Context: an optimization exercise on an open-source flow, tuned for small area, a short achievable clock period and few clock cycles per item. The choices shown serve that exercise and are no tape-out recipe.
In this exercise RTL edits were held to simulation tests only and were not proved equivalent to the original.

==> flow/design.v <==
`default_nettype none
module xtea (
    input  wire [31:0] a,
    input  wire [31:0] b,
    input  wire [31:0] k,
    input  wire        cin,
    output wire [31:0] y
);
  wire [31:0] s = (b << 4) ^ (b >> 5);
  wire [31:0] c1;
  xtea_sk pf1 (.g(s & b), .p(s ^ b), .cin(1'b0), .c(c1));
  wire [31:0] f = s ^ b ^ c1;
  wire [31:0] gk = f ^ k;
  wire [31:0] c2;
  xtea_sk pf2 (.g(a & gk), .p(a ^ gk), .cin(cin), .c(c2));
  assign y = a ^ gk ^ c2;
endmodule
module xtea_sk (
    input  wire [31:0] g,
    input  wire [31:0] p,
    input  wire        cin,
    output wire [31:0] c
);
  wire [31:0] g0 = {g[31:1], g[0] | (p[0] & cin)};
  genvar l, m;
  generate
    for (l = 0; l < 5; l = l + 1) begin : lev
      wire [31:0] gi, pi, gs, ps, go, po;
      if (l == 0) begin : first
        assign gi = g0;
        assign pi = p;
      end else begin : next
        assign gi = lev[l-1].go;
        assign pi = lev[l-1].po;
      end
      for (m = 0; m < 32; m = m + (2 << l)) begin : blk
        assign gs[m+(1<<l)-1:m] = {(1 << l) {1'b0}};
        assign ps[m+(1<<l)-1:m] = {(1 << l) {1'b1}};
        assign gs[m+(2<<l)-1:m+(1<<l)] = {(1 << l) {gi[m+(1<<l)-1]}};
        assign ps[m+(2<<l)-1:m+(1<<l)] = {(1 << l) {pi[m+(1<<l)-1]}};
      end
      assign go = gi | (pi & gs);
      assign po = pi & ps;
    end
  endgenerate
  assign c = {lev[4].go[30:0], cin};
endmodule
`default_nettype none
module xtea_cores (
    input wire clk,
    input wire rst_i,
    input wire valid_i,
    input wire en_i,
    input wire [63:0] data_a_i,
    input wire [63:0] data_b_i,
    input wire [127:0] key,
    input wire decrypt_i,
    output wire [63:0] result_a_o,
    output wire [63:0] result_b_o,
    output reg valid_o,
    output reg busy_o
);
  localparam [31:0] DELTA = 32'h9e3779b9;
  localparam [31:0] SUM32 = 32'hc6ef3720;
  reg [6:0] cnt;
  reg dec;
  reg swp;
  reg cin;   
  reg [31:0] k0, k1, k2, k3;
  reg [31:0] aa, ba, ab, bb;
  reg [31:0] kr, t;
  reg nrdy;
  wire rdy = ~nrdy;
  wire acc = rdy & valid_i & en_i;
  wire last = dec ? (cnt == 7'd65) : (cnt == 7'd63);
  always @(posedge clk or posedge rst_i) begin
    if (rst_i) begin
      busy_o <= 1'b0;
      valid_o <= 1'b0;
      nrdy <= 1'b0;
    end else if (acc) begin
      busy_o <= 1'b1;
      valid_o <= 1'b0;
      nrdy <= 1'b1;
    end else if (valid_o) begin
      busy_o <= 1'b0;
      valid_o <= 1'b0;
      nrdy <= 1'b0;
    end else if (busy_o) begin
      valid_o <= last;
      nrdy <= ~last;
    end
  end
  always @(posedge clk or posedge rst_i) begin
    if (rst_i) begin
      cnt <= 7'd0;
      dec <= 1'b0;
      swp <= 1'b0;
      cin <= 1'b0;
    end else if (rdy) begin
      cnt <= 7'd0;
      dec <= decrypt_i;
      swp <= decrypt_i;
      cin <= decrypt_i;
    end else begin
      cnt <= cnt + 7'd1;
      swp <= dec & (cnt == 7'd64);
      cin <= cin & busy_o;
    end
  end
  always @(posedge clk) begin
    if (rdy) begin
      k0 <= key[127:96];
      k1 <= key[95:64];
      k2 <= key[63:32];
      k3 <= key[31:0];
    end
  end
  wire p = cnt[0] ^ dec;   
  reg [1:0] sel;
  reg [31:0] ksel;
  always @(*) begin
    case (sel)
      2'd0: ksel = k0;
      2'd1: ksel = k1;
      2'd2: ksel = k2;
      default: ksel = k3;
    endcase
  end
  wire [31:0] skc;
  xtea_sk skadd (.g(t & ksel), .p(t ^ ksel), .cin(1'b0), .c(skc));
  wire [31:0] sk = t ^ ksel ^ skc;
  wire [31:0] tn = p ? (dec ? t - DELTA : t + DELTA) : t;
  always @(posedge clk) begin
    if (rdy) begin
      kr  <= key[127:96];
      t   <= decrypt_i ? SUM32 : DELTA;
      sel <= decrypt_i ? SUM32[12:11] : DELTA[12:11];
    end else begin
      kr  <= sk ^ {32{dec}};
      t   <= tn;
      sel <= cnt[0] ? tn[12:11] : tn[1:0];
    end
  end
  wire [31:0] na, nb;
  xtea step_a (.a(aa), .b(ba), .k(kr), .cin(cin), .y(na));
  xtea step_b (.a(ab), .b(bb), .k(kr), .cin(cin), .y(nb));
  always @(posedge clk) begin
    if (rdy) begin
      aa <= data_a_i[63:32];
      ba <= data_a_i[31:0];
      ab <= data_b_i[63:32];
      bb <= data_b_i[31:0];
    end else begin
      aa <= ba;
      ba <= swp ? aa : na;
      ab <= bb;
      bb <= swp ? ab : nb;
    end
  end
  assign result_a_o = {aa, ba};
  assign result_b_o = {ab, bb};
endmodule
clock: 7.0 ns
lec_check: 0
abc_area: 1
cap_margin: 20
core_margin: 2
core_utilization: 60
place_density: 0.75
setup_slack_margin: 3.5
slew_margin: 20
standard.sh (not shown) runs the stock make flow with config.mk's settings and CLKGATE_MAP_FILE= SYNTH_SCRIPT=/design/flow/synth_recipe.tcl, a recipe that flattens the netlist after the stock synthesis.
==> flow/flow/run.sh <==
#!/bin/bash
# Standard ORFS layout, but the port buffers are the smallest buffer cell and
# CTS uses smaller buffers and no dummy loads.
set -euo pipefail
export BUFFER_PORTS_ARGS="-buffer_cell sky130_fd_sc_hd__buf_1"
export ADDER_MAP_FILE=
export CTS_ARGS="-sink_clustering_enable -repair_clock_nets -dont_use_dummy_load -buf_list {sky130_fd_sc_hd__clkbuf_4 sky130_fd_sc_hd__clkbuf_8}"
bash standard.sh > standard_make.log 2>&1
Testbench counts at the start, summed over its fixed seeds: cycles 25,346, items 768.
==> next run, changes <==
--- a/flow/design.v
+++ b/flow/design.v
@@ -69,26 +69,21 @@
   reg [31:0] k0, k1, k2, k3;
   reg [31:0] aa, ba, ab, bb;
   reg [31:0] kr, t;
-  reg nrdy;
-  wire rdy = ~nrdy;
+  wire rdy = ~busy_o | valid_o;
   wire acc = rdy & valid_i & en_i;
   wire last = dec ? (cnt == 7'd65) : (cnt == 7'd63);
   always @(posedge clk or posedge rst_i) begin
     if (rst_i) begin
       busy_o <= 1'b0;
       valid_o <= 1'b0;
-      nrdy <= 1'b0;
     end else if (acc) begin
       busy_o <= 1'b1;
       valid_o <= 1'b0;
-      nrdy <= 1'b1;
     end else if (valid_o) begin
       busy_o <= 1'b0;
       valid_o <= 1'b0;
-      nrdy <= 1'b0;
     end else if (busy_o) begin
       valid_o <= last;
-      nrdy <= ~last;
     end
   end
   always @(posedge clk or posedge rst_i) begin
@@ -117,7 +112,7 @@
     end
   end
   wire p = cnt[0] ^ dec;   
-  reg [1:0] sel;
+  wire [1:0] sel = cnt[0] ? t[1:0] : t[12:11];
   reg [31:0] ksel;
   always @(*) begin
     case (sel)
@@ -127,19 +122,14 @@
       default: ksel = k3;
     endcase
   end
-  wire [31:0] skc;
-  xtea_sk skadd (.g(t & ksel), .p(t ^ ksel), .cin(1'b0), .c(skc));
-  wire [31:0] sk = t ^ ksel ^ skc;
-  wire [31:0] tn = p ? (dec ? t - DELTA : t + DELTA) : t;
+  wire [31:0] sk = t + ksel;
   always @(posedge clk) begin
     if (rdy) begin
-      kr  <= key[127:96];
-      t   <= decrypt_i ? SUM32 : DELTA;
-      sel <= decrypt_i ? SUM32[12:11] : DELTA[12:11];
+      kr <= key[127:96];
+      t  <= decrypt_i ? SUM32 : DELTA;
     end else begin
-      kr  <= sk ^ {32{dec}};
-      t   <= tn;
-      sel <= cnt[0] ? tn[12:11] : tn[1:0];
+      kr <= sk ^ {32{dec}};
+      if (p) t <= dec ? t - DELTA : t + DELTA;
     end
   end
   wire [31:0] na, nb;
Outcome:
- The new run went through all stages and came out clean
- cell area climbs by 1.0%
- count of clock-buffer cells in the layout stays the same
- sequential cell count shrinks by 3
- wire length goes down by 6.1%
- cell count is higher by 1.8%
- die area climbs by 1.8%
- synthesized cell count rose by 2.1%
- global-route usage came out lower by 2.3 points
- maximum frequency increases by 1.4%
- synthesized area grows by 1.9%
- worst setup slack gains 0.047 ns
- clock skew falls by 0.049 ns
Testbench counts after the change, summed over its fixed seeds: cycles 25,346, items 768.

* * *

Another version of the RTL of xtea_cores (not shown whole).
Size in the first run: roughly 390 I/O pins.
==> module xtea_cores, before the edit <==
module xtea_cores (
    input wire clk,
    input wire rst_i,
    input wire valid_i,
    input wire en_i,
    input wire [63:0] data_a_i,
    input wire [63:0] data_b_i,
    input wire [127:0] key,
    input wire decrypt_i,
    output wire [63:0] result_a_o,
    output wire [63:0] result_b_o,
    output reg valid_o,
    output reg busy_o
);
  localparam [31:0] DELTA = 32'h9e3779b9;
  localparam [31:0] SUM32 = 32'hc6ef3720;
  reg [6:0] cnt;
  reg dec;
  reg swp;
  reg [31:0] k0, k1, k2, k3;
  reg [31:0] aa, ba, ab, bb;
  reg [31:0] kr, t;
  wire acc = (~busy_o | valid_o) & valid_i & en_i;
  wire last = dec ? (cnt == 7'd65) : (cnt == 7'd63);
  always @(posedge clk or posedge rst_i) begin
    if (rst_i) begin
      busy_o <= 1'b0;
      valid_o <= 1'b0;
      cnt <= 7'd0;
      dec <= 1'b0;
      swp <= 1'b0;
    end else begin
      if (acc) begin
        busy_o <= 1'b1;
        valid_o <= 1'b0;
        cnt <= 7'd0;
        dec <= decrypt_i;
        swp <= decrypt_i;
      end else begin
        if (valid_o) begin
          busy_o <= 1'b0;
          valid_o <= 1'b0;
        end else if (busy_o) begin
          valid_o <= last;
        end
        cnt <= cnt + 7'd1;
        swp <= dec & (cnt == 7'd64);
      end
    end
  end
  always @(posedge clk) begin
    if (acc) begin
      k0 <= key[127:96];
      k1 <= key[95:64];
      k2 <= key[63:32];
      k3 <= key[31:0];
    end
  end
  wire p = cnt[0] ^ dec;   
  wire [1:0] sel = cnt[0] ? t[1:0] : t[12:11];
  reg [31:0] ksel;
  always @(*) begin
    case (sel)
      2'd0: ksel = k0;
      2'd1: ksel = k1;
      2'd2: ksel = k2;
      default: ksel = k3;
    endcase
  end
  wire [31:0] sk = t + ksel;
  always @(posedge clk) begin
    if (acc) begin
      kr <= key[127:96];
      t  <= decrypt_i ? SUM32 : DELTA;
    end else begin
      kr <= sk ^ {32{dec}};
      if (p) t <= dec ? t - DELTA : t + DELTA;
    end
  end
  wire [31:0] na, nb;
  xtea step_a (.a(aa), .b(ba), .k(kr), .cin(dec), .y(na));
  xtea step_b (.a(ab), .b(bb), .k(kr), .cin(dec), .y(nb));
  always @(posedge clk) begin
    if (acc) begin
      aa <= data_a_i[63:32];
      ba <= data_a_i[31:0];
      ab <= data_b_i[63:32];
      bb <= data_b_i[31:0];
    end else begin
      aa <= ba;
      ba <= swp ? aa : na;
      ab <= bb;
      bb <= swp ? ab : nb;
    end
  end
  assign result_a_o = {aa, ba};
  assign result_b_o = {ab, bb};
endmodule
export LEC_CHECK = 0
export ABC_AREA = 1
export CAP_MARGIN = 20
export CORE_MARGIN = 2
export CORE_UTILIZATION = 40
export SETUP_SLACK_MARGIN = 3.4
export SLEW_MARGIN = 20
create_clock -name core_clock -period 7.0 [get_ports {clk}]
Scripts as last shown in full above: flow/flow/run.sh
The first run passed the timing, design-rule and antenna checks.
Testbench counts at the start, summed over its fixed seeds: cycles 25,346, items 768.
Rerun with:
--- a/flow/design.v
+++ b/flow/design.v
@@ -30,39 +30,46 @@
   reg [6:0] cnt;
   reg dec;
   reg swp;
+  reg cin;   
   reg [31:0] k0, k1, k2, k3;
   reg [31:0] aa, ba, ab, bb;
   reg [31:0] kr, t;
-  wire acc = (~busy_o | valid_o) & valid_i & en_i;
+  wire rdy = ~busy_o | valid_o;
+  wire acc = rdy & valid_i & en_i;
   wire last = dec ? (cnt == 7'd65) : (cnt == 7'd63);
   always @(posedge clk or posedge rst_i) begin
     if (rst_i) begin
       busy_o <= 1'b0;
       valid_o <= 1'b0;
+    end else if (acc) begin
+      busy_o <= 1'b1;
+      valid_o <= 1'b0;
+    end else if (valid_o) begin
+      busy_o <= 1'b0;
+      valid_o <= 1'b0;
+    end else if (busy_o) begin
+      valid_o <= last;
+    end
+  end
+  always @(posedge clk or posedge rst_i) begin
+    if (rst_i) begin
       cnt <= 7'd0;
       dec <= 1'b0;
       swp <= 1'b0;
+      cin <= 1'b0;
+    end else if (rdy) begin
+      cnt <= 7'd0;
+      dec <= decrypt_i;
+      swp <= decrypt_i;
+      cin <= decrypt_i;
     end else begin
-      if (acc) begin
-        busy_o <= 1'b1;
-        valid_o <= 1'b0;
-        cnt <= 7'd0;
-        dec <= decrypt_i;
-        swp <= decrypt_i;
-      end else begin
-        if (valid_o) begin
-          busy_o <= 1'b0;
-          valid_o <= 1'b0;
-        end else if (busy_o) begin
-          valid_o <= last;
-        end
-        cnt <= cnt + 7'd1;
-        swp <= dec & (cnt == 7'd64);
-      end
+      cnt <= cnt + 7'd1;
+      swp <= dec & (cnt == 7'd64);
+      cin <= cin & busy_o;
     end
   end
   always @(posedge clk) begin
-    if (acc) begin
+    if (rdy) begin
       k0 <= key[127:96];
       k1 <= key[95:64];
       k2 <= key[63:32];
@@ -82,7 +89,7 @@
   end
   wire [31:0] sk = t + ksel;
   always @(posedge clk) begin
-    if (acc) begin
+    if (rdy) begin
       kr <= key[127:96];
       t  <= decrypt_i ? SUM32 : DELTA;
     end else begin
@@ -91,10 +98,10 @@
     end
   end
   wire [31:0] na, nb;
-  xtea step_a (.a(aa), .b(ba), .k(kr), .cin(dec), .y(na));
-  xtea step_b (.a(ab), .b(bb), .k(kr), .cin(dec), .y(nb));
+  xtea step_a (.a(aa), .b(ba), .k(kr), .cin(cin), .y(na));
+  xtea step_b (.a(ab), .b(bb), .k(kr), .cin(cin), .y(nb));
   always @(posedge clk) begin
-    if (acc) begin
+    if (rdy) begin
       aa <= data_a_i[63:32];
       ba <= data_a_i[31:0];
       ab <= data_b_i[63:32];
What happened: Cell count increases slightly. Core utilization increases by 1.0 points. Synthesized cell count increases slightly. Cell area increases slightly. Global-route usage increases by 1.6 points. Non-clock buffer count increases by 21.
Testbench counts after the change, summed over its fixed seeds: cycles 25,346, items 768.

afterwards: timing with drivers on the ports:
The results above use ideal ports. As a check the final layouts listed here were re-extracted and re-timed, cells and wires unchanged.
Step 1 assumes that a clkbuf_16 drives the clock port and a buf_2 every other input.
Step 2 adds t to the input delays and takes it off the output delays; t is the mean of the earliest and latest rising clock arrival at the registers after step 1. Input paths then give back, and output paths get back, about the clock's delay inside the block.
Slacks: ideal ports / drivers / drivers and shift; pairs: ideal ports / drivers.
run	t (ns)	slack for setup (ns)	hold slack, ns	latest minus earliest clock arrival (ns)
the first run of note 1	0.684	3.670 / 3.670 / 3.670	0.516 / 0.516 / 0.516	0.096 / 0.097
the second run of note 1	0.684	3.716 / 3.716 / 3.716	0.504 / 0.504 / 0.504	0.045 / 0.045
the first run of note 2	0.744	3.547 / 3.547 / 3.161	0.566 / 0.566 / 0.566	0.101 / 0.101
the second run of note 2	0.745	3.555 / 3.555 / 3.555	0.581 / 0.581 / 0.581	0.084 / 0.084
After both steps every run listed still meets setup and hold. The setup slack of the first run of note 2, which loses most, moves by 0.000 ns with the drivers and by -0.386 ns with both steps.
